This is an optimization exercise on Yosys and OpenROAD, whose aim is small area and a short achievable clock period, not a production implementation. In this exercise RTL edits were held to simulation tests only and were not proved equivalent to the original. Power and IR drop assume default switching activity.

// data_path
module data_path (
    input  wire        clk,
    input  wire        reset,
    input  wire [31:0] instr,
    input  wire [31:0] read_data,
    input  wire        irq,
    input  wire        firq,
    output wire [31:0] pc,
    output wire [31:0] addr_data,
    output wire [31:0] write_data,
    output wire        we
);
    genvar g;
    reg  [31:0] pc_f;
    reg  [31:0] instr_d;
    reg         pc_src_e, reg_write_e, mem_to_reg_e, mem_write_e;
    reg  [2:0]  alu_control_e;
    reg         branch_e, alu_src_e, shift_flag_e, swap_e;
    reg  [1:0]  flag_write_e;
    reg  [3:0]  cond_e;
    reg  [31:0] rd1_e, rd2_e;
    reg  [15:0] m_one_e, m_two_e, m_neg_e;
    reg  [25:0] ext_imm_e;
    reg  [3:0]  wa3_e;
    reg  [1:0]  int_req_e;
    reg         mul_control_e;
    reg  [1:0]  sh_kind_e;
    reg  [4:0]  sh_amt_e;
    reg         sh_big_e;
    reg         fam, faw, fbm, fbw;
    reg  [3:0]  flags;
    reg         pc_src_m, reg_write_m, mem_to_reg_m, mem_write_m;
    reg  [31:0] alu_result_m, write_data_m;
    reg  [3:0]  wa3_m;
    reg         pc_src_w, reg_write_w, mem_to_reg_w;
    reg  [31:0] result_w;
    reg  [3:0]  wa3_w;
    wire        pc_src_d, reg_write_d, mem_to_reg_d, mem_write_d, alu_src_d;
    wire [1:0]  imm_src_d, reg_src_d, flag_write_d;
    wire [2:0]  alu_control_d;
    wire        shift_flag_d, swap_d, branch_d, link_d, svc_d;
    wire        mul_flag_d, mul_control_d;
    decoder decoder_u(
        .instr_d(instr_d), .pcs(pc_src_d), .reg_w(reg_write_d),
        .mem_w(mem_write_d), .mem_to_reg(mem_to_reg_d), .alu_src(alu_src_d),
        .imm_src(imm_src_d), .reg_src(reg_src_d), .alu_control(alu_control_d),
        .flag_w(flag_write_d), .shift_flag(shift_flag_d), .swap(swap_d),
        .branch(branch_d), .link(link_d), .interrupt_svc(svc_d),
        .mul_flag(mul_flag_d), .mul_control(mul_control_d));
    wire [3:0] ra1_d = reg_src_d[0] ? 4'd15 :
                       mul_flag_d   ? instr_d[15:12] : instr_d[19:16];
    wire [3:0] ra2_d = reg_src_d[1] ? instr_d[15:12] : instr_d[3:0];
    wire [3:0] ra4_d = instr_d[11:8];
  ...
clock: 15.0 ns
lec_check: 0
abc_area: 1
cap_margin: 30
cell_pad_in_sites_detail_placement: 1
cell_pad_in_sites_global_placement: 2
core_margin: 2
core_utilization: 45
cts_cluster_diameter: 100
cts_cluster_size: 20
place_density: 0.55
slew_margin: 30
standard.sh (not shown) runs the stock make flow with config.mk's settings and CLKGATE_MAP_FILE= SYNTH_SCRIPT=/design/flow/synth_recipe.tcl, a recipe that flattens the netlist after the stock synthesis.
==> flow/flow/run.sh <==
#!/bin/bash
# Layout: the standard ORFS flow (standard.sh), unchanged except that
# timing repair (floorplan, CTS and global-route repair_timing) aims for a
# larger setup slack than the default, so that it sizes and buffers the
# critical paths instead of stopping once the 15 ns clock is met.  The SDC,
# clock period, synthesis and every other step are the standard ones.
set -euo pipefail
cd "$(dirname "$0")/.."
bash standard.sh SETUP_SLACK_MARGIN=10 finish > flow_make.log 2>&1
Then changed:
--- a/flow/flow/run.sh
+++ b/flow/flow/run.sh
@@ -8,2 +8,2 @@
 cd "$(dirname "$0")/.."
-bash standard.sh SETUP_SLACK_MARGIN=10 finish > flow_make.log 2>&1
+bash standard.sh SETUP_SLACK_MARGIN=9.5 finish > flow_make.log 2>&1
ABC_AREA = unset   (was 1)
After rerunning: Utilization is about the same. Worst setup slack is worse by 75 ps. Via count came out lower by 5.8%.
Then changed:
==> flow/flow/run.sh (replaced) <==
#!/bin/bash
# Layout: the standard ORFS flow (standard.sh), unchanged except that
# timing repair (floorplan, CTS and global-route repair_timing) aims for a
# larger setup slack than the default and uses only unbuffer, sizing, pin
# swap and cloning moves (no rebuffering), so that it sizes the critical
# paths instead of stopping once the 15 ns clock is met.  The SDC, clock
# period, synthesis and every other step are the standard ones.
set -euo pipefail
cd "$(dirname "$0")/.."
bash standard.sh SETUP_SLACK_MARGIN=9.5 SETUP_MOVE_SEQUENCE=unbuffer,sizeup,swap,clone finish > flow_make.log 2>&1
ABC_AREA = 1   (was unset)
Result: Power drops by a little under a tenth. Sequential share of layout area climbs by 1.6 points. Clock power barely changes. Count of clock-buffer cells in the layout drops by 4.
Then changed:
==> flow/flow/run.sh (replaced) <==
#!/bin/bash
# Layout: the standard ORFS flow (standard.sh), unchanged except that
# timing repair (floorplan, CTS and global-route repair_timing) aims for a
# larger setup slack than the default, so that it sizes and buffers the
# critical paths instead of stopping once the 15 ns clock is met.  The SDC,
# clock period, synthesis and every other step are the standard ones.
set -euo pipefail
cd "$(dirname "$0")/.."
bash standard.sh SETUP_SLACK_MARGIN=9.5 finish > flow_make.log 2>&1
Result: Clock power is about the same; cell area grows by 2.9%; clock-buffer cell count is unchanged; combinational power grows by 18%; wire length grows by 1.7%; power grows by 11%; synthesized area does not change; die area stays the same.
Then changed:
ABC_AREA = unset   (was 1)
CTS_CLUSTER_DIAMETER = unset   (was 100)
CTS_CLUSTER_SIZE = unset   (was 20)
After rerunning:
- global-route usage is higher by 0.86 points
- final area grows by 3.1%
- utilization increases by 1.6 points
- worst setup slack improves by 30 ps
- first-iteration DRC count grows by 2.3%
- routed wire length climbs by 1.2%
- area after synthesis barely changes
- via count went down by 5.2%
- combinational power decreases by about 6%
Then changed:
--- a/flow/flow/run.sh
+++ b/flow/flow/run.sh
@@ -8,2 +8,2 @@
 cd "$(dirname "$0")/.."
-bash standard.sh SETUP_SLACK_MARGIN=9.5 finish > flow_make.log 2>&1
+bash standard.sh SETUP_SLACK_MARGIN=8.5 finish > flow_make.log 2>&1
CORE_UTILIZATION = 35   (was 45)
PLACE_DENSITY = 0.42   (was 0.55)
Effect: Register-to-register slack is worse by 300 ps. Die area came out higher by 28%. Worst setup slack gets worse by 300 ps. Routed wire length rises by 3.2%. Count of clock-buffer cells in the layout rises by 9. Via count fell by 4.5%. Fmax goes down by 4.7%.

separate check: timing with driven ports:
The results above use ideal ports. As a check the final layouts listed here were re-extracted and re-timed, cells and wires unchanged. Step 1, drivers: a clkbuf_16 drives clk and a buf_2 each remaining input, both assumed. Step 2, shift: input delay + t, output delay - t, t = (earliest + latest rising clock arrival at the registers) / 2. This alone moves slack from input paths to output paths. a / b / c = no drivers / after step 1 / after step 2; a / b = the first two.
| run | t, ns | setup slack, ns | hold slack, ns | latest minus earliest clock arrival (ns) |
|---|---|---|---|---|
| the first run | 0.846 | 8.802 / 8.802 / 8.802 | 0.334 / 0.334 / 0.334 | 0.105 / 0.105 |
| the second run | 0.834 | 8.727 / 8.727 / 8.601 | 0.388 / 0.388 / 0.388 | 0.063 / 0.064 |
| the third run | 0.847 | 8.655 / 8.655 / 8.625 | 0.324 / 0.324 / 0.324 | 0.055 / 0.055 |
| the fourth run | 0.862 | 8.799 / 8.799 / 8.573 | 0.324 / 0.324 / 0.324 | 0.058 / 0.058 |
| the fifth run | 0.883 | 8.829 / 8.829 / 8.525 | 0.378 / 0.378 / 0.378 | 0.081 / 0.081 |
| the sixth run | 0.933 | 8.526 / 8.526 / 7.687 | 0.324 / 0.324 / 0.324 | 0.076 / 0.075 |
After both steps every run listed still meets setup and hold. The setup slack of the sixth run, which loses most, moves by 0.000 ns with the drivers and by -0.839 ns with both steps.
